This design comes from an exercise in tuning for small area and a short achievable clock period on the open sky130 flow, not from production work. In this exercise RTL edits were held to simulation tests only and were not proved equivalent to the original. The clock input has no modelled driver; a real chip could not lean on it and would need a root buffer or a full tree. Power figures rest on the tool's default switching activity, not on a simulated workload.

**design/flow/design.v**
```verilog
`timescale 1ns/10ps
module FP_MUL(CLK, RESET, ENABLE, DATA_IN, DATA_OUT, READY);
input         CLK;
input         RESET;
input         ENABLE;
input   [7:0] DATA_IN;
output  [7:0] DATA_OUT;
output        READY;
reg     [7:0] DATA_OUT;
reg           READY;
reg     [6:0] t;
always @(posedge CLK) begin
	if (RESET || t == 7'd72)
		t <= 7'd0;
	else
		t <= t + 7'd1;
end
reg op;
always @(posedge CLK) begin
	if (t == 7'd16)
		op <= ENABLE;
end
reg    [51:0] A;
reg    [10:0] E;
reg           s;
reg    [39:0] B;
wire    [4:0] elo = {1'b0, E[3:0]} + {1'b0, DATA_OUT[7:4]} + 5'd1;
always @(posedge CLK) begin
	if (t == 7'd1) A[7:0]   <= DATA_IN;
	if (t == 7'd2) A[15:8]  <= DATA_IN;
	if (t == 7'd3) A[23:16] <= DATA_IN;
	if (t == 7'd4) A[31:24] <= DATA_IN;
	if (t == 7'd5) A[39:32] <= DATA_IN;
	if (t == 7'd6) A[47:40] <= DATA_IN;
	if (t == 7'd7) A[51:48] <= DATA_IN[3:0];
end
always @(posedge CLK) begin
	if (t == 7'd7)
		E[3:0] <= DATA_IN[7:4];
	else if (t == 7'd16)
		E[3:0] <= elo[3:0];
	if (t == 7'd8)
		E[10:4] <= DATA_IN[6:0];
	else if (t == 7'd17)
		E[10:4] <= E[10:4] + DATA_OUT[6:0] + {6'd0, rc} + 7'h40;
end
always @(posedge CLK) begin
	if (t == 7'd8)
		s <= DATA_IN[7];
	else if (t == 7'd16)
		s <= s ^ DATA_IN[7];
end
integer k, j;
always @(posedge CLK) begin
	B <= {2'b00, B[39:2]};
	for (k = 0; k < 7; k = k + 1)
		if (t == 7'd9 + k)
			for (j = 0; j < 8; j = j + 1)
				if (6*k + j < 40)
					B[6*k + j] <= DATA_IN[j];
	if (t == 7'd16)
		B[38] <= 1'b1;
	if (t < 7'd9 || t > 7'd35)
		B[1:0] <= 2'b00;
end
reg    [54:0] Sn;
reg    [26:0] Kn;
reg           cflag;
reg           rc;
wire          run = (t >= 7'd10) && (t <= 7'd62);
wire          b0  = B[0];
wire          b1  = B[1];
wire   [52:0] MA   = {1'b1, A};
wire   [55:0] pp0n = ~({56{b0}} & {3'd0, MA});
wire   [55:0] pp1n = ~({56{b1}} & {2'd0, MA, 1'b0});
wire   [55:0] Sxn  = {1'b1, Sn};
wire   [55:0] s1n;
wire   [55:0] c1n;
assign c1n[0]  = 1'b1;
assign s1n[0]  = ~(Sxn[0] ^ pp0n[0]);
assign c1n[1]  = Sxn[0] | pp0n[0];
assign s1n[53] = ~(Sxn[53] ^ pp1n[53]);
assign c1n[54] = Sxn[53] | pp1n[53];
assign s1n[54] = Sxn[54];
assign c1n[55] = 1'b1;
assign s1n[55] = 1'b1;
genvar i;
generate for (i = 1; i < 53; i = i + 1) begin : row
	FP_MUL_fa fa (.a(Sxn[i]), .b(pp0n[i]), .c(pp1n[i]), .s(s1n[i]), .co(c1n[i+1]));
end endgenerate
wire   [54:0] rn;
wire   [26:0] kn;       
wire   [27:0] hn;
assign rn[0] = ~(s1n[0] ^ Kn[0]);
assign hn[0] = s1n[0] | Kn[0];
assign rn[54] = ~(s1n[54] ^ c1n[54]);
genvar m;
generate for (m = 0; m < 27; m = m + 1) begin : pair
	if (m > 0) begin : l
		FP_MUL_fa lo (.a(s1n[2*m]), .b(c1n[2*m]), .c(Kn[m]), .s(rn[2*m]), .co(hn[m]));
	end
	FP_MUL_fa hi (.a(s1n[2*m+1]), .b(c1n[2*m+1]), .c(hn[m]), .s(rn[2*m+1]), .co(kn[m]));
end endgenerate
wire          out0 = ~rn[0];
wire          out1 = ~rn[1];
wire          ins1 = (t >= 7'd35) & out1;
wire          ins0 = (t >= 7'd36) & out0;
always @(posedge CLK) begin
	Kn <= kn;
	if (run)
		Sn <= {~ins1, ~ins0, rn[54:2]};
	else
		Sn <= {8'hff, Sn[54:8]};
end
wire   [54:0] S = ~Sn;
wire    [7:0] win = cflag ? S[9:2] : S[8:1];
wire    [7:0] X   = (t == 7'd70) ? {s, E[10:4]} :
                    (t == 7'd69) ? {E[3:0], win[3:0]} : win;
wire    [4:0] lo  = {1'b0, X[3:0]} + {4'd0, rc};
wire          c4  = (t == 7'd69) ? cflag : lo[4];
wire    [3:0] hi  = {1'b0, X[6:4]} + {3'd0, c4};
wire          b7  = (t == 7'd70) ? X[7] : X[7] ^ hi[3];
wire          c8  = X[7] & hi[3];
always @(posedge CLK) begin
	if (t == 7'd62)
		cflag <= out1;
end
always @(posedge CLK) begin
	if (t == 7'd16)
		rc <= elo[4];
	else if (t == 7'd62)
		rc <= out1 ? S[3] : S[2];
	else
		rc <= c8;
end
always @(posedge CLK) begin
	if (t == 7'd15 || t == 7'd16)
		DATA_OUT <= DATA_IN;
	else
		DATA_OUT <= {b7, hi[2:0], lo[3:0]};
end
always @(posedge CLK) begin
	if (RESET)
		READY <= 1'b0;
	else
		READY <= op && (t >= 7'd63) && (t <= 7'd70);
end
endmodule
module FP_MUL_fa(a, b, c, s, co);
input  a, b, c;
output s, co;
assign s  = a ^ b ^ c;
assign co = (a & b) | (a & c) | (b & c);
endmodule
```
**design/flow/flow/run.sh**
```bash
#!/bin/bash
# Standard ORFS layout (the standard.sh) with these changes:
#  - port buffers use buf_2 instead of the default pick (a slow delay cell);
#  - the design is synthesized module by module (SYNTH_HIERARCHICAL=1, then
#    flattened by synth_recipe.tcl) so each FP_MUL_fa instance maps to one fa cell;
#  - after CTS, clock_tree.tcl removes the clock tree's middle level and splits
#    its root into four buffers fed by the clock port, so the clock reaches every
#    register through two buffers (the same number for all registers).
# Each tool's output goes to a log file in this folder; ORFS keeps its step logs in orfs/logs.
set -euo pipefail
VARS=("BUFFER_PORTS_ARGS=-buffer_cell sky130_fd_sc_hd__buf_2"
      SETUP_SLACK_MARGIN=9.3 SYNTH_HIERARCHICAL=1 CTS_CLUSTER_SIZE=16 CTS_CLUSTER_DIAMETER=60 CTS_BUF_LIST=sky130_fd_sc_hd__clkbuf_8)
bash standard.sh "${VARS[@]}" cts > make_cts.log 2>&1
R=orfs/results/sky130hd/FP_MUL/base
CTS_ODB=$R/4_cts.odb openroad -no_init -exit flow/clock_tree.tcl > clock_tree.log 2>&1
bash standard.sh "${VARS[@]}" finish > make_finish.log 2>&1
```
**design/flow/flow/clock_tree.tcl**
```tcl
# Reshape the clock tree that CTS built, keeping every register the same
# number of buffers away from the clock port:
#  1. remove the middle level: each clock buffer that is fed by another buffer
#     and drives only clock buffers is taken out, its loads moved to its input net;
#  2. split the root: the leaf buffers are divided into NROOT groups by position,
#     and each group gets its own root buffer fed from the clock port, placed at
#     the group's centre (the clock port then drives NROOT cells).
read_db $::env(CTS_ODB)
set block [ord::get_db_block]
set nroot [expr {[info exists ::env(NROOT)] ? $::env(NROOT) : 4}]
proc is_clkbuf {inst} { string match "sky130_fd_sc_hd__clkbuf_*" [[$inst getMaster] getName] }

set changed 1
while {$changed} {
  set changed 0
  foreach inst [$block getInsts] {
    if {![is_clkbuf $inst]} continue
    set in [$inst findITerm A]
    set out [$inst findITerm X]
    set innet [$in getNet]
    set outnet [$out getNet]
    if {$innet eq "NULL" || $outnet eq "NULL"} continue
    if {[llength [$innet getBTerms]] > 0} continue
    set drv ""
    foreach it [$innet getITerms] { if {[$it isOutputSignal]} { set drv [$it getInst] } }
    if {$drv eq "" || ![is_clkbuf $drv]} continue
    set ok 1
    set loads {}
    foreach it [$outnet getITerms] {
      if {[$it isOutputSignal]} continue
      if {![is_clkbuf [$it getInst]]} { set ok 0; break }
      lappend loads $it
    }
    if {!$ok || [llength $loads] == 0} continue
    foreach it $loads { $it disconnect; $it connect $innet }
    $in disconnect
    $out disconnect
    puts "removed [$inst getName] ([llength $loads] loads moved to [$innet getName])"
    odb::dbInst_destroy $inst
    odb::dbNet_destroy $outnet
    set changed 1
    break
  }
}

# the root: the clock buffer on the clock port's net
set clknet [$block findNet CLK]
set root ""
foreach it [$clknet getITerms] { if {[is_clkbuf [$it getInst]]} { set root [$it getInst] } }
set rootnet [[$root findITerm X] getNet]
set leaves {}
foreach it [$rootnet getITerms] { if {![$it isOutputSignal]} { lappend leaves $it } }
puts "root [$root getName] drives [llength $leaves] leaf buffers"

# order the leaves by angle around their centre and cut into nroot groups
set cx 0; set cy 0
foreach it $leaves { set b [[$it getInst] getBBox]; set cx [expr {$cx + ([$b xMin]+[$b xMax])/2.0}]; set cy [expr {$cy + ([$b yMin]+[$b yMax])/2.0}] }
set n [llength $leaves]
set cx [expr {$cx / $n}]; set cy [expr {$cy / $n}]
set keyed {}
foreach it $leaves {
  set b [[$it getInst] getBBox]
  set x [expr {([$b xMin]+[$b xMax])/2.0}]; set y [expr {([$b yMin]+[$b yMax])/2.0}]
  lappend keyed [list [expr {atan2($y-$cy, $x-$cx)}] $it $x $y]
}
set keyed [lsort -real -index 0 $keyed]
if {$nroot > $n} { set nroot $n }
set master [[ord::get_db] findMaster sky130_fd_sc_hd__clkbuf_16]
$root swapMaster $master
for {set g 0} {$g < $nroot} {incr g} {
  set lo [expr {($g * $n) / $nroot}]
  set hi [expr {(($g + 1) * $n) / $nroot}]
  set grp [lrange $keyed $lo [expr {$hi - 1}]]
  set gx 0; set gy 0
  foreach e $grp { set gx [expr {$gx + [lindex $e 2]}]; set gy [expr {$gy + [lindex $e 3]}] }
  set gx [expr {int($gx / [llength $grp])}]; set gy [expr {int($gy / [llength $grp])}]
  if {$g == 0} {
    set buf $root
  } else {
    set buf [odb::dbInst_create $block $master "clkroot_$g"]
    set net [odb::dbNet_create $block "clknet_root_$g"]
    $net setSigType CLOCK
    [$buf findITerm A] connect $clknet
    [$buf findITerm X] connect $net
    foreach e $grp { set it [lindex $e 1]; $it disconnect; $it connect $net }
  }
  $buf setLocation $gx $gy
  $buf setPlacementStatus PLACED
  puts "root $g: [$buf getName] drives [llength $grp] leaves at $gx $gy"
}
detailed_placement
check_placement
write_db $::env(CTS_ODB)
```
**design/flow/standard.sh**
```bash
#!/bin/bash
# synth_recipe.tcl (not shown) runs the flow's synth.tcl, then flattens the netlist and writes it again
# the make line also repeats each setting of config.mk as NAME=value (left out here)
make -C /OpenROAD-flow-scripts/flow DESIGN_CONFIG=/design/flow/config.mk WORK_HOME=/design/flow/orfs CLKGATE_MAP_FILE= SYNTH_SCRIPT=/design/flow/synth_recipe.tcl "${@:-finish}"
```
**design/flow/config.mk**
```make
export PLATFORM = sky130hd
export DESIGN_NAME = FP_MUL
export DESIGN_NICKNAME = FP_MUL
export VERILOG_FILES = /design/flow/design.v
export SDC_FILE = /design/flow/constraint.sdc
export NUM_CORES = 4
export LEC_CHECK = 0
export CAP_MARGIN = 20
export CORE_MARGIN = 2
export CORE_UTILIZATION = 40
export SLEW_MARGIN = 20
```
**design/flow/constraint.sdc**
```tcl
create_clock -name core_clock -period 12.5 [get_ports {CLK}]
set_input_delay 2.5000 -clock core_clock [delete_from_list [all_inputs] [get_ports {CLK}]]
set_output_delay 2.5000 -clock core_clock [all_outputs]
set_load 0.01 [all_outputs]
```
==> results.sh, run 1 <==
export IMPL_status="timing/DRC/antenna clean"
export IMPL_p_int_mw=0.8893
export IMPL_place_inst=1136
export IMPL_ys_types=52
export IMPL_finalSetupViolations=0
export IMPL_drtAntennaViolNets=0
export IMPL_power_density_nw_per_um2=103.7
export IMPL_clkLatencyLatePin_ns=0.31
export IMPL_power_switching_mw=0.2554
export IMPL_synth_seq_cells=205
export IMPL_multiInputGateArea_um2=5114
export IMPL_p_leak_nw=3.486
export IMPL_clock_path_buffers=3
export IMPL_grt_busiest_layer="met2"
export IMPL_register_area_um2=4792
export IMPL_slew_viol_final=0
export IMPL_synth_compound_area_share_pct=4.541
export IMPL_antenna_found_initial=0
export IMPL_vias=5797
export IMPL_synth_top_family_by_area="adder cells"
export IMPL_worstPathArrival_ns=0.78
export IMPL_synth_nets=970
export IMPL_crit_buf_inv=1
export IMPL_drive_gt1_share_pct=17.40
export IMPL_max_stage_delay_ns=0.37
export IMPL_synth_avg_cell_area_um2=12.32
export IMPL_syn_inst=825
export IMPL_setup_ws_ns=9.219
export IMPL_cp_required_ns=10.00
export IMPL_crit_fanout=2
export IMPL_grtUsageMet1_pct=25.45
export IMPL_htree_num_levels=1
export IMPL_cp_cell_sequence="buf_6"
export IMPL_path_clk_slew_ns=0.09
export IMPL_grt_max_degree=56
export IMPL_cts_sinks=205
export IMPL_final_cells=1175
export IMPL_drc=0
export IMPL_die_x_um=163.4
export IMPL_timing_hold_ws_ns=0.4230
export IMPL_grt_overflow_total=0
export IMPL_ioPinCount=20
export IMPL_grtUsageTotal_pct=17.02
export IMPL_synth_edf_count=66
export IMPL_skew_ns=0.02350
export IMPL_grt_pass1_wl_um=34580
export IMPL_max_cap_violations=0
export IMPL_core_area_um2=25040
export IMPL_synth_area_um2=10170
export IMPL_cts_tree="done"
export IMPL_io_buffers=19
export IMPL_slew_headroom_pct=39.60
export IMPL_sw_frac_of_total_pct=22.31
export IMPL_drtIter0Drc=433
export IMPL_wirelength_um=21080
export IMPL_cp_start_kind="flop"
export IMPL_dp_slack_ns=9.146
export IMPL_fin_util_pct=44.07
export IMPL_cts_root_buffer_cell="clkbuf_8"
export IMPL_synthAdderAreaFrac_pct=24.46
export IMPL_antenna_cells=0
export IMPL_place_hpwl_um=14280
export IMPL_die_h_um=163.4
export IMPL_vdd_drop_max_mv=0.07893
export IMPL_cts_buffers=18
export IMPL_grt_pass1_vias=6155
export IMPL_synth_xor_area_share_pct=1.464
export IMPL_grtUsageMet2_pct=26.14
export IMPL_grt_setup_unrepaired="yes"
export IMPL_die_area_um2=26710
export IMPL_power_frac_seq_pct=61.1
export IMPL_yosys_most_used_dff="dfxtp_1"
export IMPL_nets=978
export IMPL_initial_core_util_pct=40.61
export IMPL_area_growth_pct=8.528
export IMPL_ys_warn_count=7
export IMPL_row_count=58
export IMPL_hold_violations=0
export IMPL_hold_class="flop to flop"
export IMPL_cp_top_family="flip-flops"
export IMPL_ctsHoldBuffers=0
export IMPL_pwr_share_clk_pct=36.6
export IMPL_comb_power_share_pct=2.3
export IMPL_worst_pin_slew_ns=0.9027
export IMPL_yosys_area_share_simple_pct=9.906
export IMPL_place_gp_congestion=0.8469
export IMPL_crit_path_top_delay_cell="dfxtp_4"
export IMPL_post_route_period_util_pct=26.25
export IMPL_fin_crit_ns=3.281
export IMPL_post_drt_wl_per_cell_um=17.94
export IMPL_ys_seq_area_share_pct=46.86
export IMPL_routed_via_density=4.934
export IMPL_synthArstFlopShare_pct=0
export IMPL_max_freq_mhz=304.7
export IMPL_endpoint_kind="primary output"
export IMPL_synthMuxAreaShare_pct=9.845
export IMPL_n_fill_cell=2334
export IMPL_fin_setup_tns_ns=0
export IMPL_met3_usage_pct=3.098
export IMPL_dr_pass1_iters=5
export IMPL_crit_type="flop to primary output"
## power by group through the flow
stage / sequential [mW] / combinational (mW) / clock [mW]
finish: 0.699 / 0.0266 / 0.419
global route: 0.700 / 0.0292 / 0.459
CTS: 0.699 / 0.0267 / 0.402
detailed placement: 0.715 / 0.0266 / 0
global placement: 0.715 / 0.0268 / 0
floorplan: 0.712 / 0.0150 / 0
## modules after synthesis, one instance, submodules excluded
module,flops+latches,cell area (um2),copies in the design,cells
FP_MUL,205,8065,1,720
FP_MUL_fa,0,20.02,105,1
## synth_stat cells, types with 2 or more instances
master	number	area share, %
and2_1	2	0.12
a21oi_1	22	1.1
mux2i_1	21	2.1
a21o_1	5	0.37
or2_1	2	0.12
nor2_2	2	0.12
a211o_1	2	0.17
clkbuf_1	25	0.92
nor2_1	35	1.3
inv_1	29	1.1
buf_2	9	0.44
xor2_1	3	0.26
nor2b_1	4	0.25
xnor2_1	14	1.2
edfxtp_1	66	19
mux2_2	63	7.0
nor3_1	4	0.20
dfxtp_1	139	27
a31oi_1	4	0.25
a211oi_1	5	0.37
or2_2	7	0.43
nand3_1	7	0.34
o21ai_0	29	1.4
nand2_1	149	5.5
nand4_1	2	0.12
buf_4	5	0.37
fa_1	108	21
mux2_1	6	0.66
ha_1	26	3.2
a21boi_0	2	0.15
and3_1	3	0.18
nand2b_1	5	0.31
## per-layer routing
layer | up-vias | wire length (um)
met1 | 2916 | 10560
li1 | 2760 | -
met4 | 0 | 238
met3 | 25 | 661
met5 | - | 0
met2 | 96 | 9619
## what timing repair did
item                       in CTS  in global routing
setup endpoints to repair      12                 12
gates cloned                    0                  0
buffers inserted                6                  0
gates resized for setup        22                  3
## metrics by stage
stage | cell area, um2 | total power, mW
global route | 11030 | 1.188
finish | 11030 | 1.145
CTS | 10960 | 1.128
global placement | 10510 | 0.7418
detailed placement | 10510 | 0.7416
floorplan | 10170 | 0.7270
## flip-flops by register name (all words and copies together) (netlist names)
| register | count |
|---|---|
| op | 1 |
| cflag | 1 |
| E | 11 |
| A | 52 |
| Kn | 27 |
| Sn | 55 |
| t | 7 |
| DATA_OUT | 8 |
| B | 40 |
| rc | 1 |
| READY | 1 |
| s | 1 |
## area by class of cell
class	instances	share of cell area, %
sequential	205	43.43
clock inverter	12	0.6123
multi-input combinational	551	46.34
timing repair buffer	27	1.860
buffer	3	0.6804
inverter	29	0.9865
clock buffer	18	2.347
tap	330	3.742
## worst paths after layout
| kind | cells after the start | startpoint | slack (ns) | endpoint |
|---|---|---|---|---|
| hold / removal | 2 | B[12]$_DFF_P_ | 0.42 | B[10]$_DFF_P_ |
| hold reg to reg | 2 | B[12]$_DFF_P_ | 0.42 | B[10]$_DFF_P_ |
| setup reg to reg | 12 | t[0]$_SDFF_PP0_ | 9.52 | DATA_OUT[7]$_DFF_P_ |
| setup / recovery | 1 | DATA_OUT[2]$_DFF_P_ | 9.22 | DATA_OUT[2] |
## layout by cell type (no fill, tap or decap), types with 5 or more instances in the layout
master | netlist | layout
a211oi_1 | 5 | 5
nand3_1 | 7 | 7
nand2_1 | 149 | 149
dfxtp_2 | 0 | 10
a21oi_1 | 22 | 22
ha_1 | 26 | 26
buf_2 | 9 | 11
clkbuf_8 | 0 | 17
edfxtp_1 | 66 | 66
nand2b_1 | 5 | 5
inv_1 | 29 | 36
mux2_2 | 63 | 63
dfxtp_1 | 139 | 125
o21ai_0 | 29 | 29
buf_6 | 1 | 8
a21o_1 | 5 | 5
mux2_1 | 6 | 6
fa_1 | 108 | 108
buf_4 | 5 | 8
mux2i_1 | 21 | 21
nor2_1 | 35 | 35
or2_2 | 7 | 7
xnor2_1 | 14 | 14
## logic make-up after synthesis
family | after synthesis
buffers and inverters | 69
muxes | 91
and+or+nand+nor | 232
adders and majority gates | 134
xor gates and xnor gates | 17
DFF | 205
AOI/OAI and AO/OA | 77
==> inputs of run 2 (changes only) <==
--- a/design/flow/flow/run.sh
+++ b/design/flow/flow/run.sh
@@ -9,7 +9,7 @@
 # Each tool's output goes to a log file in this folder; ORFS keeps its step logs in orfs/logs.
 set -euo pipefail
 VARS=("BUFFER_PORTS_ARGS=-buffer_cell sky130_fd_sc_hd__buf_2"
-      SETUP_SLACK_MARGIN=9.3 SYNTH_HIERARCHICAL=1 CTS_CLUSTER_SIZE=16 CTS_CLUSTER_DIAMETER=60 CTS_BUF_LIST=sky130_fd_sc_hd__clkbuf_8)
+      SETUP_SLACK_MARGIN=9.3 SYNTH_HIERARCHICAL=1 CTS_CLUSTER_SIZE=30 CTS_CLUSTER_DIAMETER=100)
 bash standard.sh "${VARS[@]}" cts > make_cts.log 2>&1
 R=orfs/results/sky130hd/FP_MUL/base
 CTS_ODB=$R/4_cts.odb openroad -no_init -exit flow/clock_tree.tcl > clock_tree.log 2>&1
--- a/design/flow/flow/clock_tree.tcl
+++ b/design/flow/flow/clock_tree.tcl
@@ -65,8 +65,7 @@
 }
 set keyed [lsort -real -index 0 $keyed]
 if {$nroot > $n} { set nroot $n }
-set master [[ord::get_db] findMaster sky130_fd_sc_hd__clkbuf_16]
-$root swapMaster $master
+set master [$root getMaster]
 for {set g 0} {$g < $nroot} {incr g} {
   set lo [expr {($g * $n) / $nroot}]
   set hi [expr {(($g + 1) * $n) / $nroot}]
==> run 2 against run 1 <==
Non-clock buffer count grew 1; critical endpoint unchanged; largest power group unchanged; die area unchanged; sequential share of layout area up 0.16 points; first-iteration DRC count decreased by 11%; final cell count shrank 1.2%; power down 1.4%; fmax decreased by 0.43%; critical path type unchanged; largest cell class unchanged; global-route usage decreased by 0.26 points.
==> results.sh, run 2 <==
export IMPL_post_drt_wl_per_cell_um=18.03
export IMPL_ioPinCount=20
export IMPL_place_hpwl_um=14280
export IMPL_crit_fanout=2
export IMPL_row_count=58
export IMPL_clock_path_buffers=3
export IMPL_drc=0
export IMPL_die_h_um=163.4
export IMPL_dp_slack_ns=9.146
export IMPL_cp_start_kind="flop"
export IMPL_io_buffers=19
export IMPL_synth_area_leaders="dfxtp_1 27%, fa_1 21%, edfxtp_1 19%, mux2_2 7.0%, nand2_1 5.5%"
export IMPL_p_leak_nw=3.435
export IMPL_reg_top3="Sn: 55 flops, A: 52 flops, B: 40 flops"
export IMPL_synth_edf_count=66
export IMPL_hold_path_end="B[14]$_DFF_P_"
export IMPL_syn_inst=825
export IMPL_ys_types=52
export IMPL_drtIter0Drc=387
export IMPL_cts_tree="done"
export IMPL_cts_root_buffer_cell="clkbuf_16"
export IMPL_fin_crit_ns=3.296
export IMPL_area_growth_pct=8.122
export IMPL_crit_buf_inv=1
export IMPL_grt_pass1_vias=6081
export IMPL_slew_headroom_pct=37.77
export IMPL_synth_commonest_cells="149 x nand2_1, 139 x dfxtp_1, 108 x fa_1"
export IMPL_synth_seq_cells=205
export IMPL_register_area_um2=4792
export IMPL_initial_core_util_pct=40.61
export IMPL_setup_ws_ns=9.204
export IMPL_fin_setup_tns_ns=0
export IMPL_r2r_cells=12
export IMPL_n_fill_cell=2319
export IMPL_cp_cell_sequence="buf_6"
export IMPL_cp_top_family="flip-flops"
export IMPL_timing_hold_ws_ns=0.4300
export IMPL_power_density_nw_per_um2=102.7
export IMPL_largest_register_ffs=55
export IMPL_path_clk_slew_ns=0.11
export IMPL_ys_warn_count=7
export IMPL_die_area_um2=26710
export IMPL_cp_required_ns=10.00
export IMPL_max_stage_delay_ns=0.38
export IMPL_layout_common_cells="149 x nand2_1, 125 x dfxtp_1, 108 x fa_1"
export IMPL_place_gp_congestion=0.8469
export IMPL_hold_violations=0
export IMPL_htree_num_levels=1
export IMPL_synthArstFlopShare_pct=0
export IMPL_yosysTopAreaCellShare_pct=27.37
export IMPL_grt_pass1_wl_um=34170
export IMPL_finalSetupViolations=0
export IMPL_max_cap_violations=0
export IMPL_worst_pin_slew_ns=0.9299
export IMPL_antenna_cells=0
export IMPL_ctsHoldBuffers=0
export IMPL_grt_setup_unrepaired="yes"
export IMPL_power_mw=1.129
export IMPL_wirelength_um=20930
export IMPL_hold_class="flop to flop"
export IMPL_final_cells=1161
export IMPL_synth_nets=970
export IMPL_grt_max_degree=56
export IMPL_grtUsageTotal_pct=16.76
export IMPL_routed_via_density=4.966
export IMPL_cts_buffers=11
export IMPL_slew_viol_final=0
export IMPL_post_route_period_util_pct=26.37
export IMPL_top_register="Sn"
export IMPL_ys_seq_area_share_pct=46.86
export IMPL_synth_area_um2=10170
export IMPL_synth_avg_cell_area_um2=12.32
export IMPL_max_freq_mhz=303.4
export IMPL_yosysMostFrequentCell="nand2_1"
export IMPL_yosys_most_used_dff="dfxtp_1"
export IMPL_r2r_start="t[0]$_SDFF_PP0_"
export IMPL_clkLatencyLatePin_ns=0.31
export IMPL_vdd_drop_max_mv=0.06922
export IMPL_nets=972
export IMPL_endpoint_kind="primary output"
export IMPL_multiInputGateArea_um2=5114
export IMPL_skew_ns=0.02202
export IMPL_dr_pass1_iters=5
export IMPL_reg2reg_slack_ns=9.50
export IMPL_holdCritStartpoint="B[16]$_DFF_P_"
export IMPL_holdPathStages=2
export IMPL_status="timing/DRC/antenna clean"
export IMPL_cts_sinks=205
export IMPL_core_area_um2=25040
export IMPL_grt_overflow_total=0
export IMPL_drive_gt1_share_pct=16.61
export IMPL_crit_type="flop to primary output"
export IMPL_synth_top_area_cell="dfxtp_1"
export IMPL_place_inst=1136
export IMPL_worstPathArrival_ns=0.80
export IMPL_vias=5766
export IMPL_layout_commonest_cell="nand2_1"
export IMPL_reg2reg_to="DATA_OUT[7]$_DFF_P_"
export IMPL_crit_path_top_delay_cell="dfxtp_4"
export IMPL_antenna_found_initial=0
export IMPL_die_x_um=163.4
export IMPL_drtAntennaViolNets=0
[run 2: cell types whose count changed in the layout (fill, tap and decap cells not counted), sizes merged]
cell      delta
inv          -8
clkbuf       -7
buf          +1
clkinv       +1
clkinvlp     -1
[run 2: power breakdown]
part           switching, mW  total, mW  internal, mW
combinational         0.0205     0.0266       0.00607
clock                  0.218      0.403         0.185
sequential           0.00585      0.699         0.693
total                  0.245       1.13         0.884
[run 2: area by class of cell]
cell class              instances  area share [%]
clock inverters                 4          0.4097
well taps                     330           3.756
inverters                      29          0.9902
flip-flops and latches        205           43.59
multi-input cells             551           46.52
repair buffers                 28           1.935
plain buffers                   3          0.6829
clock buffers                  11           2.117
[run 2: metrics by stage]
stage          util, %  area, um2
3_5_place_dp     41.96      10510
6_report         43.91      10990
2_1_floorplan        -      10170
5_1_grt          43.91      10990
4_1_cts          43.74      10950
3_3_place_gp     41.96      10510
[run 2: Yosys stat by module, one instance, submodules excluded]
module / area [um2] / cells inside / copies in the design
FP_MUL_fa: 20.02 / 1 / 105
FP_MUL: 8065 / 720 / 1
[run 2: repair_timing]
| item | in CTS | in global routing |
|---|---|---|
| setup buffers | 7 | 0 |
| endpoints found under the setup margin | 12 | 12 |
| pin swaps | 0 | 0 |
| gates resized for setup | 21 | 4 |
[run 2: cells by family (layout without fill, tap and decap cells)]
group | Yosys count | after routing | synth area share (%)
adders and majority gates | 134 | 134 | 24.46
buffers and inverters | 69 | 75 | 2.917
and+or+nand+nor | 232 | 232 | 9.907
DFF | 205 | 205 | 46.86
xor gates and xnor gates | 17 | 17 | 1.465
muxes | 91 | 91 | 9.845
AOI/OAI and AO/OA | 77 | 77 | 4.541
[run 2: worst max path at each step]
stage	startpoint	endpoint	cells after the start
finish	DATA_OUT[2]$_DFF_P_	DATA_OUT[2]	1
floorplan	DATA_IN[7]	E[3]$_DFFE_PP_	2
detailed placement	DATA_IN[1]	E[5]$_DFFE_PP_	2
global placement	DATA_IN[1]	E[5]$_DFFE_PP_	2
global route	DATA_OUT[1]$_DFF_P_	DATA_OUT[1]	1
CTS	DATA_OUT[2]$_DFF_P_	DATA_OUT[2]	1
[run 2: routing by layer]
metal / GRT usage (%) / share of wire [%]
met1: 25.33 / 51
met2: 25.89 / 45
met3: 2.616 / 3.0
met4: 2.695 / 1.0
met5: 0 / 0
==> inputs of run 3 (changes only) <==
--- a/design/flow/flow/run.sh
+++ b/design/flow/flow/run.sh
@@ -12,5 +12,5 @@
       SETUP_SLACK_MARGIN=9.3 SYNTH_HIERARCHICAL=1 CTS_CLUSTER_SIZE=30 CTS_CLUSTER_DIAMETER=100)
 bash standard.sh "${VARS[@]}" cts > make_cts.log 2>&1
 R=orfs/results/sky130hd/FP_MUL/base
-CTS_ODB=$R/4_cts.odb openroad -no_init -exit flow/clock_tree.tcl > clock_tree.log 2>&1
+ROOT_INV=sky130_fd_sc_hd__clkinv_16 LEAF_INV=sky130_fd_sc_hd__clkinv_16 CTS_ODB=$R/4_cts.odb openroad -no_init -exit flow/clock_tree.tcl > clock_tree.log 2>&1
 bash standard.sh "${VARS[@]}" finish > make_finish.log 2>&1
--- a/design/flow/flow/clock_tree.tcl
+++ b/design/flow/flow/clock_tree.tcl
@@ -87,6 +87,39 @@
   $buf setPlacementStatus PLACED
   puts "root $g: [$buf getName] drives [llength $grp] leaves at $gx $gy"
 }
+# 3. optionally replace the two levels of buffers by two levels of inverters
+#    (an even number of inversions, so every register still sees the clock's rising edge)
+if {[info exists ::env(ROOT_INV)]} {
+  set db [ord::get_db]
+  set rootinv [$db findMaster $::env(ROOT_INV)]
+  set leafinv [$db findMaster $::env(LEAF_INV)]
+  set roots {}
+  foreach it [$clknet getITerms] { lappend roots [$it getInst] }
+  set todo {}
+  foreach r $roots {
+    lappend todo [list $r $rootinv]
+    foreach it [[[$r findITerm X] getNet] getITerms] {
+      if {![$it isOutputSignal]} { lappend todo [list [$it getInst] $leafinv] }
+    }
+  }
+  foreach e $todo {
+    set old [lindex $e 0]
+    set m [lindex $e 1]
+    set name [$old getName]
+    set a [[$old findITerm A] getNet]
+    set x [[$old findITerm X] getNet]
+    set loc [$old getLocation]
+    [$old findITerm A] disconnect
+    [$old findITerm X] disconnect
+    odb::dbInst_destroy $old
+    set new [odb::dbInst_create $block $m $name]
+    [$new findITerm A] connect $a
+    [$new findITerm Y] connect $x
+    $new setLocation [lindex $loc 0] [lindex $loc 1]
+    $new setPlacementStatus PLACED
+  }
+  puts "replaced [llength $todo] clock buffers by inverters"
+}
 detailed_placement
 check_placement
 write_db $::env(CTS_ODB)
==> run 3 against run 2 <==
First-iteration DRC count shrank 1.6%; area after synthesis is the same; still clean on timing, DRC and antenna; design area grew 0.67%; non-clock buffer count shrank 3; worst setup slack gained 0.12 ns; routed wire length is essentially flat; combinational power grew 2%; largest cell class unchanged; die area is the same.
==> results.sh, run 3 <==
export IMPL_p_leak_nw=3.425
export IMPL_synth_area_um2=10170
export IMPL_r2r_cells=12
export IMPL_row_count=58
export IMPL_top_register="Sn"
export IMPL_cp_cell_sequence="buf_2 > mux2_2"
export IMPL_sw_frac_of_total_pct=28.08
export IMPL_r2r_start="t[0]$_SDFF_PP0_"
export IMPL_syn_inst=825
export IMPL_drc=0
export IMPL_drtAntennaViolNets=0
export IMPL_post_route_period_util_pct=25.43
export IMPL_reg_top3="Sn: 55 flops, A: 52 flops, B: 40 flops"
export IMPL_cp_top_family="multiplexers"
export IMPL_ctsHoldBuffers=0
export IMPL_final_cells=1161
export IMPL_routed_via_density=4.949
export IMPL_crit_start="DATA_IN[1]"
export IMPL_place_inst=1136
export IMPL_worst_pin_slew_ns=0.9121
export IMPL_skew_ns=0.01670
export IMPL_ioPinCount=20
export IMPL_ys_warn_count=7
export IMPL_hold_class="flop to flop"
export IMPL_grtUsageMet2_pct=25.91
export IMPL_wirelength_um=20910
export IMPL_max_stage_delay_ns=0.32
export IMPL_comb_power_share_pct=2.5
export IMPL_cp_required_ns=12.41
export IMPL_max_cap_violations=0
export IMPL_antenna_cells=0
export IMPL_clkLatencyLatePin_ns=0.16
export IMPL_path_clk_slew_ns=0.07
export IMPL_grt_busiest_layer="met2"
export IMPL_hold_violations=0
export IMPL_synth_top_area_cell="dfxtp_1"
export IMPL_io_buffers=19
export IMPL_largest_register_ffs=55
export IMPL_synth_avg_cell_area_um2=12.32
export IMPL_layout_common_cells="149 x nand2_1, 125 x dfxtp_1, 108 x fa_1"
export IMPL_core_area_um2=25040
export IMPL_fin_setup_tns_ns=0
export IMPL_die_x_um=163.4
export IMPL_yosysMostFrequentCell="nand2_1"
export IMPL_grt_pass1_wl_um=34190
export IMPL_dp_slack_ns=9.146
export IMPL_synth_seq_cells=205
export IMPL_area_growth_pct=8.848
export IMPL_grt_overflow_total=0
export IMPL_synth_area_leaders="dfxtp_1 27%, fa_1 21%, edfxtp_1 19%, mux2_2 7.0%, nand2_1 5.5%"
export IMPL_cts_sinks=205
export IMPL_place_gp_congestion=0.8469
export IMPL_cp_start_kind="input pin"
export IMPL_synth_nets=970
export IMPL_grtUsageTotal_pct=16.75
export IMPL_die_h_um=163.4
export IMPL_ys_types=52
export IMPL_synthArstFlopShare_pct=0
export IMPL_status="timing/DRC/antenna clean"
export IMPL_crit_path_top_delay_cell="mux2_2"
export IMPL_die_area_um2=26710
export IMPL_synth_commonest_cells="149 x nand2_1, 139 x dfxtp_1, 108 x fa_1"
export IMPL_finalSetupViolations=0
export IMPL_drive_gt1_share_pct=16.61
export IMPL_nets=972
export IMPL_power_switching_mw=0.3088
export IMPL_grt_setup_unrepaired="no"
export IMPL_fin_util_pct=44.20
export IMPL_layout_commonest_cell="nand2_1"
export IMPL_dr_pass1_iters=5
export IMPL_power_frac_seq_pct=63.6
export IMPL_vias=5746
export IMPL_antenna_found_initial=0
export IMPL_crit_buf_inv=1
export IMPL_crit_fanout=16
export IMPL_max_freq_mhz=314.5
export IMPL_fin_crit_ns=3.179
export IMPL_grt_max_degree=56
export IMPL_drtIter0Drc=381
export IMPL_fin_area_um2=11070
export IMPL_yosysTopAreaCellShare_pct=27.37
export IMPL_worstPathArrival_ns=3.09
export IMPL_cp_endpoint="E[5]$_DFFE_PP_"
export IMPL_yosys_most_used_dff="dfxtp_1"
export IMPL_endpoint_kind="flop"
export IMPL_met3_usage_pct=2.641
export IMPL_grt_pass1_vias=6087
export IMPL_grtUsageMet1_pct=25.31
export IMPL_slew_viol_final=0
export IMPL_place_hpwl_um=14280
export IMPL_power_density_nw_per_um2=99.39
export IMPL_ys_seq_area_share_pct=46.86
export IMPL_placed_area_um2=10510
export IMPL_crit_type="input pin to flop"
export IMPL_initial_core_util_pct=40.61
export IMPL_reg2reg_to="DATA_OUT[7]$_DFF_P_"
export IMPL_p_int_mw=0.7911
export IMPL_post_drt_wl_per_cell_um=18.01
export IMPL_vdd_drop_max_mv=0.06243
export IMPL_reg2reg_slack_ns=9.52
export IMPL_path_depth=2
export IMPL_setup_ws_ns=9.321
export IMPL_synth_edf_count=66
export IMPL_pwr_share_clk_pct=34.0
export IMPL_slew_headroom_pct=38.97
-- run 3: cell count changes in the layout (fill, tap and decap cells not counted), sizes merged --
cell / before / now
buf: 28 / 26
clkbuf: 14 / 4
clkinv: 2 / 14
-- run 3: logic make-up after synthesis --
group	Yosys count	share of synthesized area [%]
AOI/OAI and AO/OA	77	4.541
xor gates and xnor gates	17	1.465
adders and majority gates	134	24.46
buffers and inverters	69	2.917
DFF	205	46.86
muxes	91	9.845
and+or+nand+nor	232	9.907
-- run 3: cell type report --
cell class                 instances  area [um2]
timing repair buffer              28       217.7
sequential                       205        4790
clock inverter                     4       45.04
multi-input combinational        551        5125
tap                              330       412.9
clock buffer                       2       7.507
inverter                          41       469.2
fill                            2309       13970
-- run 3: power groups by stage --
stage                     Clock, mW  Sequential, mW  Combinational (mW)
after floorplan                   0           0.712              0.0150
after global placement            0           0.715              0.0268
after detailed placement          0           0.715              0.0266
after CTS                     0.409           0.700              0.0267
after global routing          0.419           0.700              0.0294
final                         0.374           0.699              0.0270
-- run 3: worst min path at each step --
stage	slack, ns	from	depth (start not counted)	to
detailed placement	0.41	B[12]$_DFF_P_	2	B[10]$_DFF_P_
finish	0.43	B[16]$_DFF_P_	2	B[14]$_DFF_P_
floorplan	0.40	B[13]$_DFF_P_	2	B[11]$_DFF_P_
CTS	0.43	B[16]$_DFF_P_	2	B[14]$_DFF_P_
global route	0.45	B[12]$_DFF_P_	2	B[10]$_DFF_P_
global placement	0.41	B[5]$_DFF_P_	2	B[3]$_DFF_P_
-- run 3: per-layer routing --
metal / share of wire, % / wire [um]
met2: 46 / 9547
met3: 2.7 / 557
met5: 0 / 0
met4: 1.1 / 221
met1: 51 / 10580
-- run 3: timing repair --
item	4_1_cts	5_1_grt
gates resized for setup	21	6
setup endpoints to repair	12	5
setup buffers	7	0
gates cloned	0	0
endpoints found under the hold margin	0	0
-- run 3: through the flow --
step	hold WS [ns]	total power, mW
2_1_floorplan	0.3988	0.7270
3_3_place_gp	0.4122	0.7418
3_5_place_dp	0.4150	0.7416
4_1_cts	0.4311	1.135
5_1_grt	0.4533	1.149
6_report	0.4262	1.100
-- run 3: Yosys stat by module (local to each module, per instance) --
module     copies in the design  flip-flops and latches  area [um2]
FP_MUL_fa                   105                       0       20.02
FP_MUL                        1                     205        8065
==> inputs of run 4 (changes only) <==
--- a/design/flow/flow/run.sh
+++ b/design/flow/flow/run.sh
@@ -12,5 +12,5 @@
       SETUP_SLACK_MARGIN=9.3 SYNTH_HIERARCHICAL=1 CTS_CLUSTER_SIZE=30 CTS_CLUSTER_DIAMETER=100)
 bash standard.sh "${VARS[@]}" cts > make_cts.log 2>&1
 R=orfs/results/sky130hd/FP_MUL/base
-ROOT_INV=sky130_fd_sc_hd__clkinv_16 LEAF_INV=sky130_fd_sc_hd__clkinv_16 CTS_ODB=$R/4_cts.odb openroad -no_init -exit flow/clock_tree.tcl > clock_tree.log 2>&1
+ROOT_INV=sky130_fd_sc_hd__clkinv_8 LEAF_INV=sky130_fd_sc_hd__clkinv_16 CTS_ODB=$R/4_cts.odb openroad -no_init -exit flow/clock_tree.tcl > clock_tree.log 2>&1
 bash standard.sh "${VARS[@]}" finish > make_finish.log 2>&1
==> run 4 against run 3 <==
Global-route usage about the same; via count increased by 0.14%; clock power decreased by 5.6%; first-iteration DRC count increased by 7.1%; critical endpoint is now DATA_OUT[2]; highest routed layer unchanged.
==> results.sh, run 4 <==
export IMPL_status="timing/DRC/antenna clean"
export IMPL_synthAdderAreaFrac_pct=24.46
export IMPL_io_buffers=19
export IMPL_skew_ns=0.01241
export IMPL_synth_top_area_cell="dfxtp_1"
export IMPL_holdCritStartpoint="B[16]$_DFF_P_"
export IMPL_r2r_cells=12
export IMPL_antenna_cells=0
export IMPL_fin_setup_tns_ns=0
export IMPL_synth_area_um2=10170
export IMPL_synth_compound_area_share_pct=4.541
export IMPL_layout_commonest_cell="nand2_1"
export IMPL_r2r_start="t[0]$_SDFF_PP0_"
export IMPL_crit_path_top_delay_cell="dfxtp_2"
export IMPL_slew_headroom_pct=41.14
export IMPL_nets=972
export IMPL_yosys_most_used_dff="dfxtp_1"
export IMPL_drtAntennaViolNets=0
export IMPL_yosysTopAreaCellShare_pct=27.37
export IMPL_grt_pass1_wl_um=34130
export IMPL_sw_frac_of_total_pct=28.24
export IMPL_power_density_nw_per_um2=98.00
export IMPL_synth_edf_count=66
export IMPL_syn_inst=825
export IMPL_initial_core_util_pct=40.61
export IMPL_crit_start="DATA_OUT[2]$_DFF_P_"
export IMPL_die_area_um2=26710
export IMPL_pwr_share_clk_pct=32.7
export IMPL_worst_pin_slew_ns=0.8797
export IMPL_fin_crit_ns=3.172
export IMPL_worstPathArrival_ns=0.67
export IMPL_cp_top_family="flip-flops"
export IMPL_endpoint_kind="primary output"
export IMPL_yosys_area_share_simple_pct=9.906
export IMPL_ys_warn_count=7
export IMPL_synth_seq_cells=205
export IMPL_crit_type="flop to primary output"
export IMPL_max_cap_violations=0
export IMPL_cp_start_kind="flop"
export IMPL_synth_commonest_cells="149 x nand2_1, 139 x dfxtp_1, 108 x fa_1"
export IMPL_die_x_um=163.4
export IMPL_n_fill_cell=2316
export IMPL_cts_sinks=205
export IMPL_core_area_um2=25040
export IMPL_clkLatencyLatePin_ns=0.18
export IMPL_synth_top_family_by_area="adder cells"
export IMPL_setup_ws_ns=9.328
export IMPL_slew_viol_final=0
export IMPL_ioPinCount=20
export IMPL_area_growth_pct=8.307
export IMPL_ys_types=52
export IMPL_synthArstFlopShare_pct=0
export IMPL_drtIter0Drc=408
export IMPL_post_route_period_util_pct=25.37
export IMPL_comb_power_share_pct=2.5
export IMPL_grt_overflow_total=0
export IMPL_power_mw=1.079
export IMPL_synth_xor_area_share_pct=1.464
export IMPL_p_int_mw=0.7744
export IMPL_die_h_um=163.4
export IMPL_finalSetupViolations=0
export IMPL_synth_area_leaders="dfxtp_1 27%, fa_1 21%, edfxtp_1 19%, mux2_2 7.0%, nand2_1 5.5%"
export IMPL_place_gp_congestion=0.8469
export IMPL_hold_class="flop to flop"
export IMPL_grt_setup_unrepaired="no"
export IMPL_max_stage_delay_ns=0.38
export IMPL_synth_avg_cell_area_um2=12.32
export IMPL_vias=5754
export IMPL_largest_register_ffs=55
export IMPL_synthMuxAreaShare_pct=9.845
export IMPL_drive_gt1_share_pct=16.61
export IMPL_ys_seq_area_share_pct=46.86
export IMPL_routed_via_density=4.956
export IMPL_p_leak_nw=3.407
export IMPL_wirelength_um=20760
export IMPL_power_frac_seq_pct=64.8
export IMPL_path_depth=1
export IMPL_post_drt_wl_per_cell_um=17.88
export IMPL_crit_fanout=2
export IMPL_crit_buf_inv=1
export IMPL_place_hpwl_um=14280
export IMPL_path_clk_slew_ns=0.07
export IMPL_dr_pass1_iters=5
export IMPL_power_switching_mw=0.3047
export IMPL_ctsHoldBuffers=0
export IMPL_max_freq_mhz=315.3
export IMPL_cp_cell_sequence="buf_6"
export IMPL_drc=0
export IMPL_layout_common_cells="149 x nand2_1, 125 x dfxtp_1, 108 x fa_1"
export IMPL_grt_pass1_vias=6095
export IMPL_synth_nets=970
export IMPL_cp_required_ns=10.00
export IMPL_reg_top3="Sn: 55 flops, A: 52 flops, B: 40 flops"
export IMPL_top_register="Sn"
export IMPL_hold_violations=0
export IMPL_row_count=58
export IMPL_grtUsageTotal_pct=16.76
export IMPL_vdd_drop_max_mv=0.05324
export IMPL_antenna_found_initial=0
export IMPL_dp_slack_ns=9.146
export IMPL_holdPathStages=2
export IMPL_grt_max_degree=56
export IMPL_yosysMostFrequentCell="nand2_1"
==> run 4: final timing paths <==
check	end	slack, ns
max	DATA_OUT[2]	9.33
min	B[14]$_DFF_P_	0.43
max reg2reg	DATA_OUT[7]$_DFF_P_	9.52
min reg2reg	B[14]$_DFF_P_	0.43
==> run 4: per-module statistics from Yosys (local to each module, per instance) <==
module / cell area [um2] / cells / copies in the design
FP_MUL: 8065 / 720 / 1
FP_MUL_fa: 20.02 / 1 / 105
==> run 4: cell type report <==
| type | instances | area [um2] | share of cell area, % |
|---|---|---|---|
| multi-input combinational | 551 | 5125 | 46.54 |
| sequential | 205 | 4790 | 43.50 |
| inverter | 41 | 414.1 | 3.761 |
| tap | 330 | 412.9 | 3.750 |
| timing repair buffer | 28 | 217.7 | 1.977 |
| clock inverter | 4 | 45.04 | 0.4090 |
| clock buffer | 2 | 7.507 | 0.06817 |
==> run 4: cells by family (layout without fill, tap and decap cells) <==
| group | Yosys count | in the layout |
|---|---|---|
| buf+inv | 69 | 75 |
| flops | 205 | 205 |
| mux | 91 | 91 |
| simple gates | 232 | 232 |
| fa+ha+maj | 134 | 134 |
| xor+xnor | 17 | 17 |
| compound gates | 77 | 77 |
==> run 4: power by group through the flow <==
stage	registers, mW	clock network [mW]	logic [mW]
4_1_cts	0.700	0.409	0.0267
3_3_place_gp	0.715	0	0.0268
6_report	0.699	0.353	0.0266
5_1_grt	0.701	0.400	0.0294
3_5_place_dp	0.715	0	0.0266
2_1_floorplan	0.712	0	0.0150
==> run 4: through the flow <==
stage          hold slack (ns)  cell area [um2]  utilization (%)  instances
2_1_floorplan           0.3988            10170                -        825
3_3_place_gp            0.4122            10510            41.96       1136
3_5_place_dp            0.4150            10510            41.96       1136
4_1_cts                 0.4311            10950            43.74       1160
5_1_grt                 0.4554            11010            43.98       1161
6_report                0.4305            11010            43.98       1161
==> run 4: routing by layer <==
metal  up-vias  share of wire, %  wire (um)  track usage [%]
met4         0               1.0        218            2.695
met5         -                 0          0                0
met3        16               3.1        639            2.819
met2       101                46       9524            25.87
met1      2894                50      10380            25.20
li1       2743                 -          -                -
==> run 4: repair_timing <==
action	CTS	global route
setup endpoints to repair	12	5
gates resized for setup	21	6
setup buffers	7	0
==> inputs of run 5 (changes only) <==
--- a/design/flow/design.v
+++ b/design/flow/design.v
@@ -35,20 +35,20 @@
 	if (t == 7'd7) A[51:48] <= DATA_IN[3:0];
 end
 always @(posedge CLK) begin
-	if (t == 7'd7)
-		E[3:0] <= DATA_IN[7:4];
+	if (t == 7'd8)
+		E[3:0] <= DATA_OUT[7:4];
 	else if (t == 7'd16)
 		E[3:0] <= elo[3:0];
-	if (t == 7'd8)
-		E[10:4] <= DATA_IN[6:0];
+	if (t == 7'd9)
+		E[10:4] <= DATA_OUT[6:0];
 	else if (t == 7'd17)
 		E[10:4] <= E[10:4] + DATA_OUT[6:0] + {6'd0, rc} + 7'h40;
 end
 always @(posedge CLK) begin
-	if (t == 7'd8)
-		s <= DATA_IN[7];
-	else if (t == 7'd16)
-		s <= s ^ DATA_IN[7];
+	if (t == 7'd9)
+		s <= DATA_OUT[7];
+	else if (t == 7'd17)
+		s <= s ^ DATA_OUT[7];
 end
 integer k, j;
 always @(posedge CLK) begin
@@ -134,7 +134,7 @@
 		rc <= c8;
 end
 always @(posedge CLK) begin
-	if (t == 7'd15 || t == 7'd16)
+	if (t == 7'd7 || t == 7'd8 || t == 7'd15 || t == 7'd16)
 		DATA_OUT <= DATA_IN;
 	else
 		DATA_OUT <= {b7, hi[2:0], lo[3:0]};
==> design/flow/flow/run.sh (replaced) <==
#!/bin/bash
# Standard ORFS layout (the standard.sh) with these changes:
#  - port buffers use buf_2 instead of the default pick (a slow delay cell);
#  - the design is synthesized module by module (SYNTH_HIERARCHICAL=1 ABC_AREA=1, then
#    flattened by synth_recipe.tcl) so each FP_MUL_fa instance maps to one fa cell;
#  - after CTS, clock_tree.tcl removes the clock tree's middle level and splits
#    its root into four buffers fed by the clock port, so the clock reaches every
#    register through two buffers (the same number for all registers).
# Each tool's output goes to a log file in this folder; ORFS keeps its step logs in orfs/logs.
set -euo pipefail
VARS=("BUFFER_PORTS_ARGS=-buffer_cell sky130_fd_sc_hd__buf_2"
      SETUP_SLACK_MARGIN=9.3 SYNTH_HIERARCHICAL=1 ABC_AREA=1 CTS_CLUSTER_SIZE=30 CTS_CLUSTER_DIAMETER=100)
bash standard.sh "${VARS[@]}" cts > make_cts.log 2>&1
R=orfs/results/sky130hd/FP_MUL/base
ROOT_INV=sky130_fd_sc_hd__clkinv_4 LEAF_INV=sky130_fd_sc_hd__clkinv_8 CTS_ODB=$R/4_cts.odb openroad -no_init -exit flow/clock_tree.tcl > clock_tree.log 2>&1
bash standard.sh "${VARS[@]}" finish > make_finish.log 2>&1
==> run 5 against run 4 <==
Clock power decreased by 8.5%; area after synthesis decreased by 0.49%; first-iteration DRC count increased by 1.5%; die area decreased by 0.48%; final cell count increased by 16%; register-to-register slack improved by 0.05 ns; non-clock buffer count increased by 2; largest power group unchanged; highest routed layer unchanged.
==> results.sh, run 5 <==
export IMPL_status="timing/DRC/antenna clean"
export IMPL_synth_area_um2=10120
export IMPL_slew_viol_final=0
export IMPL_synth_edf_count=66
export IMPL_cts_sinks=205
export IMPL_vias=6527
export IMPL_core_area_um2=25040
export IMPL_ys_seq_area_share_pct=47.09
export IMPL_endpoint_kind="primary output"
export IMPL_nets=1152
export IMPL_ys_types=36
export IMPL_fin_crit_ns=3.228
export IMPL_drtIter0Drc=414
export IMPL_place_hpwl_um=15630
export IMPL_max_cap_violations=0
export IMPL_top_register="Sn"
export IMPL_hold_violations=0
export IMPL_ys_warn_count=7
export IMPL_synth_top_area_cell="dfxtp_1"
export IMPL_drtAntennaViolNets=0
export IMPL_layout_common_cells="358 x nand2_1, 126 x dfxtp_1, 108 x fa_1"
export IMPL_synth_commonest_cells="359 x nand2_1, 139 x dfxtp_1, 108 x fa_1"
export IMPL_grt_setup_unrepaired="yes"
export IMPL_wirelength_um=21890
export IMPL_reg2reg_slack_ns=9.57
export IMPL_p_leak_nw=3.662
export IMPL_row_count=58
export IMPL_synthArstFlopShare_pct=0
export IMPL_synth_nets=1142
export IMPL_crit_type="flop to primary output"
export IMPL_die_x_um=163.0
export IMPL_crit_path_top_delay_cell="dfxtp_4"
export IMPL_finalSetupViolations=0
export IMPL_routed_via_density=4.867
export IMPL_grt_overflow_total=0
export IMPL_syn_inst=997
export IMPL_crit_fanout=2
export IMPL_area_growth_pct=7.469
export IMPL_synth_avg_cell_area_um2=10.15
export IMPL_ioPinCount=20
export IMPL_slew_headroom_pct=32.78
export IMPL_grtUsageTotal_pct=17.69
export IMPL_largest_register_ffs=55
export IMPL_max_freq_mhz=309.8
export IMPL_io_buffers=19
export IMPL_dr_pass1_iters=7
export IMPL_ctsHoldBuffers=0
export IMPL_die_h_um=163.0
export IMPL_worst_pin_slew_ns=1.008
export IMPL_cp_cell_sequence="buf_6"
export IMPL_timing_hold_ws_ns=0.4240
export IMPL_worstPathArrival_ns=0.73
export IMPL_grt_pass1_vias=6725
export IMPL_yosys_most_used_dff="dfxtp_1"
export IMPL_fin_setup_tns_ns=0
export IMPL_place_gp_congestion=0.8477
export IMPL_cp_start_kind="flop"
export IMPL_reg_top3="Sn: 55 flops, A: 52 flops, B: 40 flops"
export IMPL_die_area_um2=26580
export IMPL_synth_seq_cells=205
export IMPL_drive_gt1_share_pct=7.715
export IMPL_clkLatencyLatePin_ns=0.22
export IMPL_path_clk_slew_ns=0.12
export IMPL_max_stage_delay_ns=0.39
export IMPL_power_density_nw_per_um2=98.06
export IMPL_skew_ns=0.02431
export IMPL_layout_commonest_cell="nand2_1"
export IMPL_cp_top_family="flip-flops"
export IMPL_hold_class="flop to flop"
export IMPL_synth_area_leaders="dfxtp_1 28%, fa_1 21%, edfxtp_1 20%, nand2_1 13%, ha_1 3.2%"
export IMPL_post_route_period_util_pct=25.83
export IMPL_antenna_cells=0
export IMPL_antenna_found_initial=0
export IMPL_vdd_drop_max_mv=0.06714
export IMPL_grt_max_degree=54
export IMPL_drc=0
export IMPL_initial_core_util_pct=40.41
export IMPL_cp_required_ns=10.00
export IMPL_yosysMostFrequentCell="nand2_1"
export IMPL_post_drt_wl_per_cell_um=16.32
export IMPL_grt_pass1_wl_um=36400
export IMPL_yosysTopAreaCellShare_pct=27.50
export IMPL_crit_buf_inv=1
-- run 5: cell types whose count changed after synthesis, moves of 7 or more --
cell      previous run  this run
o21ai_0             29        56
o211ai_1             1        12
o21ai_1              1        12
nand2_1            149       359
mux2_2              63         1
nand3_1              7        20
clkbuf_1            25        18
inv_1               29        60
mux2i_1             21         0
xnor2_1             14         6
-- run 5: layout make-up --
cell class / instances / area [um2]
clock buffer: 3 / 32.53
clock inverter: 3 / 62.56
fill: 2413 / 14160
inverter: 79 / 419.2
multi-input combinational: 691 / 4916
sequential: 205 / 4796
tap: 330 / 412.9
timing repair buffer: 30 / 234.0
-- run 5: cells by family (layout without fill, tap and decap cells) --
family,count (synthesis),in the layout,synth area share [%]
muxes,1,1,0.1113
buffers and inverters,101,115,4.341
adders and majority gates,134,134,24.59
AOI/OAI and AO/OA,106,106,5.677
DFF,205,205,47.09
and+or+nand+nor,441,441,17.41
xor gates and xnor gates,9,9,0.7792
-- run 5: timing repair --
| item | 4_1_cts | 5_1_grt |
|---|---|---|
| pin swaps | 0 | 0 |
| endpoints found under the setup margin | 9 | 8 |
| buffers inserted | 8 | 0 |
| gates resized for setup | 21 | 5 |
-- run 5: through the flow --
stage / power, mW / setup slack (ns) / utilization, % / cell area [um2] / std cells
2_1_floorplan: 0.7388 / 9.528 / - / 10120 / 997
3_3_place_gp: 0.7565 / 9.191 / 41.80 / 10470 / 1315
3_5_place_dp: 0.7570 / 9.199 / 41.80 / 10470 / 1315
4_1_cts: 1.183 / 9.011 / 43.80 / 10970 / 1340
5_1_grt: 1.104 / 9.256 / 43.43 / 10870 / 1341
6_report: 1.066 / 9.272 / 43.43 / 10870 / 1341
-- run 5: worst paths after layout --
| check | endpoint | start | cells after the start |
|---|---|---|---|
| max | DATA_OUT[4] | DATA_OUT[4]$_DFF_P_ | 1 |
| min | B[27]$_DFF_P_ | B[29]$_DFF_P_ | 2 |
| max reg2reg | DATA_OUT[7]$_DFF_P_ | t[4]$_SDFF_PP0_ | 18 |
| min reg2reg | B[27]$_DFF_P_ | B[29]$_DFF_P_ | 2 |
-- run 5: modules after synthesis (local to each module, per instance) --
module / times used / flops+latches / cells
FP_MUL: 1 / 205 / 892
FP_MUL_fa: 105 / 0 / 1
-- run 5: power breakdown --
group | switching (mW) | total, mW | internal, mW
Clock | 0.245 | 0.323 | 0.0781
Sequential | 0.00766 | 0.704 | 0.696
Combinational | 0.0271 | 0.0390 | 0.0120
-- run 5: routing by layer --
metal  track usage, %  share of wire, %  vias up
met5                0                 0        -
met4            4.143               2.0        0
met3            2.285               3.9       23
met2            28.43                46      143
met1            25.66                48     3172
li1                 -                 -     3189
==> inputs of run 6 (changes only) <==
--- a/design/flow/flow/run.sh
+++ b/design/flow/flow/run.sh
@@ -12,5 +12,5 @@
       SETUP_SLACK_MARGIN=9.3 SYNTH_HIERARCHICAL=1 ABC_AREA=1 CTS_CLUSTER_SIZE=30 CTS_CLUSTER_DIAMETER=100)
 bash standard.sh "${VARS[@]}" cts > make_cts.log 2>&1
 R=orfs/results/sky130hd/FP_MUL/base
-ROOT_INV=sky130_fd_sc_hd__clkinv_4 LEAF_INV=sky130_fd_sc_hd__clkinv_8 CTS_ODB=$R/4_cts.odb openroad -no_init -exit flow/clock_tree.tcl > clock_tree.log 2>&1
+ROOT_INV=sky130_fd_sc_hd__clkinv_8 LEAF_INV=sky130_fd_sc_hd__clkinv_8 CTS_ODB=$R/4_cts.odb openroad -no_init -exit flow/clock_tree.tcl > clock_tree.log 2>&1
 bash standard.sh "${VARS[@]}" finish > make_finish.log 2>&1
==> run 6 against run 5 <==
Via count hardly changed; sequential share of layout area shrank 0.13 points; area after synthesis is the same; critical path type unchanged; largest cell class unchanged; synthesized cell count stayed put; die area stayed put; clock power grew 3%.
==> results.sh, run 6 <==
export IMPL_status="timing/DRC/antenna clean"
export IMPL_post_route_period_util_pct=25.50
export IMPL_synth_seq_cells=205
export IMPL_grtUsageTotal_pct=17.85
export IMPL_reg_top3="Sn: 55 flops, A: 52 flops, B: 40 flops"
export IMPL_hold_violations=0
export IMPL_layout_commonest_cell="nand2_1"
export IMPL_worstPathArrival_ns=0.69
export IMPL_antenna_cells=0
export IMPL_place_gp_congestion=0.8477
export IMPL_yosys_most_used_dff="dfxtp_1"
export IMPL_synth_top_area_cell="dfxtp_1"
export IMPL_antenna_found_initial=0
export IMPL_post_drt_wl_per_cell_um=16.44
export IMPL_area_growth_pct=7.729
export IMPL_slew_headroom_pct=33.36
export IMPL_core_area_um2=25040
export IMPL_cp_start_kind="flop"
export IMPL_finalSetupViolations=0
export IMPL_die_x_um=163.0
export IMPL_die_area_um2=26580
export IMPL_synthArstFlopShare_pct=0
export IMPL_crit_fanout=2
export IMPL_drive_gt1_share_pct=7.715
export IMPL_ys_seq_area_share_pct=47.09
export IMPL_drtIter0Drc=493
export IMPL_p_leak_nw=3.677
export IMPL_grt_pass1_vias=6737
export IMPL_synth_area_leaders="dfxtp_1 28%, fa_1 21%, edfxtp_1 20%, nand2_1 13%, ha_1 3.2%"
export IMPL_max_cap_violations=0
export IMPL_wirelength_um=22040
export IMPL_drtAntennaViolNets=0
export IMPL_grt_max_degree=54
export IMPL_crit_path_top_delay_cell="dfxtp_4"
export IMPL_endpoint_kind="primary output"
export IMPL_fin_crit_ns=3.187
export IMPL_yosysMostFrequentCell="nand2_1"
export IMPL_io_buffers=19
export IMPL_max_stage_delay_ns=0.39
export IMPL_cp_top_family="flip-flops"
export IMPL_synth_area_um2=10120
export IMPL_die_h_um=163.0
export IMPL_drc=0
export IMPL_ys_types=36
export IMPL_path_clk_slew_ns=0.12
export IMPL_largest_register_ffs=55
export IMPL_yosysTopAreaCellShare_pct=27.50
export IMPL_cp_required_ns=10.00
export IMPL_crit_type="flop to primary output"
export IMPL_vdd_drop_max_mv=0.06740
export IMPL_slew_viol_final=0
export IMPL_row_count=58
export IMPL_initial_core_util_pct=40.41
export IMPL_fin_setup_tns_ns=0
export IMPL_ioPinCount=20
export IMPL_place_hpwl_um=15630
export IMPL_crit_buf_inv=1
export IMPL_placed_area_um2=10470
export IMPL_vias=6522
export IMPL_ctsHoldBuffers=0
export IMPL_synth_nets=1142
export IMPL_power_density_nw_per_um2=98.69
export IMPL_max_freq_mhz=313.8
export IMPL_syn_inst=997
export IMPL_layout_common_cells="358 x nand2_1, 126 x dfxtp_1, 108 x fa_1"
export IMPL_dr_pass1_iters=5
export IMPL_grt_pass1_wl_um=36590
export IMPL_clkLatencyLatePin_ns=0.18
export IMPL_ys_warn_count=7
export IMPL_cts_sinks=205
export IMPL_synth_edf_count=66
export IMPL_worst_pin_slew_ns=0.9996
export IMPL_grt_overflow_total=0
export IMPL_hold_class="flop to flop"
export IMPL_top_register="Sn"
export IMPL_n_fill_cell=2411
export IMPL_synth_commonest_cells="359 x nand2_1, 139 x dfxtp_1, 108 x fa_1"
export IMPL_fin_area_um2=10900
export IMPL_routed_via_density=4.864
export IMPL_nets=1152
export IMPL_grt_setup_unrepaired="no"
export IMPL_skew_ns=0.02680
export IMPL_cp_cell_sequence="buf_6"
export IMPL_synth_avg_cell_area_um2=10.15
[run 6: layout make-up]
cell class              count  area (um2)  share of cell area (%)
multi-input cells         691        4921                   45.15
repair buffers             30       227.7                   2.089
clock buffers               3       32.53                  0.2985
flip-flops and latches    205        4793                   43.98
inverters                  79       449.2                   4.121
clock inverters             3       62.56                  0.5740
well taps                 330       412.9                   3.788
[run 6: metal layers]
metal | routed length (um) | GRT usage (%) | share of wire, %
met5 | 0 | 0 | 0
met1 | 10590 | 25.75 | 48
met4 | 384 | 4.063 | 1.7
met3 | 785 | 2.539 | 3.6
met2 | 10280 | 28.72 | 47
[run 6: modules after synthesis, one instance, submodules excluded]
module     cell area, um2  cells inside  times used  flops+latches
FP_MUL               8015           892           1            205
FP_MUL_fa           20.02             1         105              0
[run 6: worst paths after layout]
| check | from | endpoint | slack [ns] | cells past startpoint |
|---|---|---|---|---|
| setup / recovery | DATA_OUT[4]$_DFF_P_ | DATA_OUT[4] | 9.31 | 1 |
| hold / removal | B[29]$_DFF_P_ | B[27]$_DFF_P_ | 0.42 | 2 |
| setup reg to reg | t[4]$_SDFF_PP0_ | DATA_OUT[7]$_DFF_P_ | 9.54 | 18 |
| hold reg to reg | B[29]$_DFF_P_ | B[27]$_DFF_P_ | 0.42 | 2 |
[run 6: kinds of logic after synthesis]
family                   after synthesis  share of synthesized area [%]
AND/OR/NAND/NOR                      441                          17.41
buffers and inverters                101                          4.341
adder cells (fa/ha/maj)              134                          24.59
AO/OA/AOI/OAI                        106                          5.677
XOR/XNOR                               9                         0.7792
multiplexers                           1                         0.1113
flip-flops                           205                          47.09
[run 6: per-stage QoR]
stage | util [%] | hold slack, ns | power, mW | std cells | setup slack [ns]
after floorplan | - | 0.4056 | 0.7388 | 997 | 9.528
after global placement | 41.80 | 0.4115 | 0.7565 | 1315 | 9.191
after detailed placement | 41.80 | 0.4157 | 0.7570 | 1315 | 9.199
after CTS | 43.80 | 0.4271 | 1.183 | 1340 | 9.011
after global routing | 43.53 | 0.4392 | 1.116 | 1341 | 9.301
final | 43.53 | 0.4217 | 1.076 | 1341 | 9.313
[run 6: timing repair]
item                                    in CTS  in global routing
endpoints found under the setup margin       9                  3
gates cloned                                 0                  0
gates resized for setup                     21                  4
setup buffers                                8                  0
[run 6: power by group]
part	leakage (nW)	switching (mW)	internal, mW
registers	1.73	0.00767	0.696
logic	1.82	0.0272	0.0119
clock network	0.126	0.245	0.0877

static timing again, ports no longer ideal:
Ports are ideal in the flow. The routed layouts listed here were re-timed in OpenROAD.
Step 1, drivers: a clkbuf_16 drives CLK and a buf_2 each remaining input, both assumed.
Step 2 adds t to the input delays and takes it off the output delays; t is the mean of the earliest and latest rising clock arrival at the registers after step 1. Input paths then give back, and output paths get back, about the clock's delay inside the block.
Slacks: ideal / step 1 / step 2; pairs: ideal / step 1.
run	t (ns)	slack for setup (ns)	clock arrival spread, ns	worst register clock-pin slew, ns	cell pins on the clock port's net
run 1	0.388	9.218 / 9.125 / 9.144	0.023 / 0.023	0.11 / 0.11	4
run 2	0.392	9.204 / 9.113 / 9.151	0.025 / 0.025	0.12 / 0.12	4
run 3	0.363	9.321 / 9.143 / 9.151	0.017 / 0.018	0.07 / 0.08	4
run 4	0.326	9.328 / 9.179 / 9.154	0.013 / 0.013	0.08 / 0.08	4
run 5	0.312	9.272 / 9.169 / 9.174	0.025 / 0.025	0.12 / 0.12	4
run 6	0.317	9.313 / 9.160 / 9.163	0.027 / 0.028	0.12 / 0.12	4
After both steps every run listed still meets setup and hold. The setup slack of run 4, which loses most, moves by -0.149 ns with the drivers and by -0.174 ns with both steps.
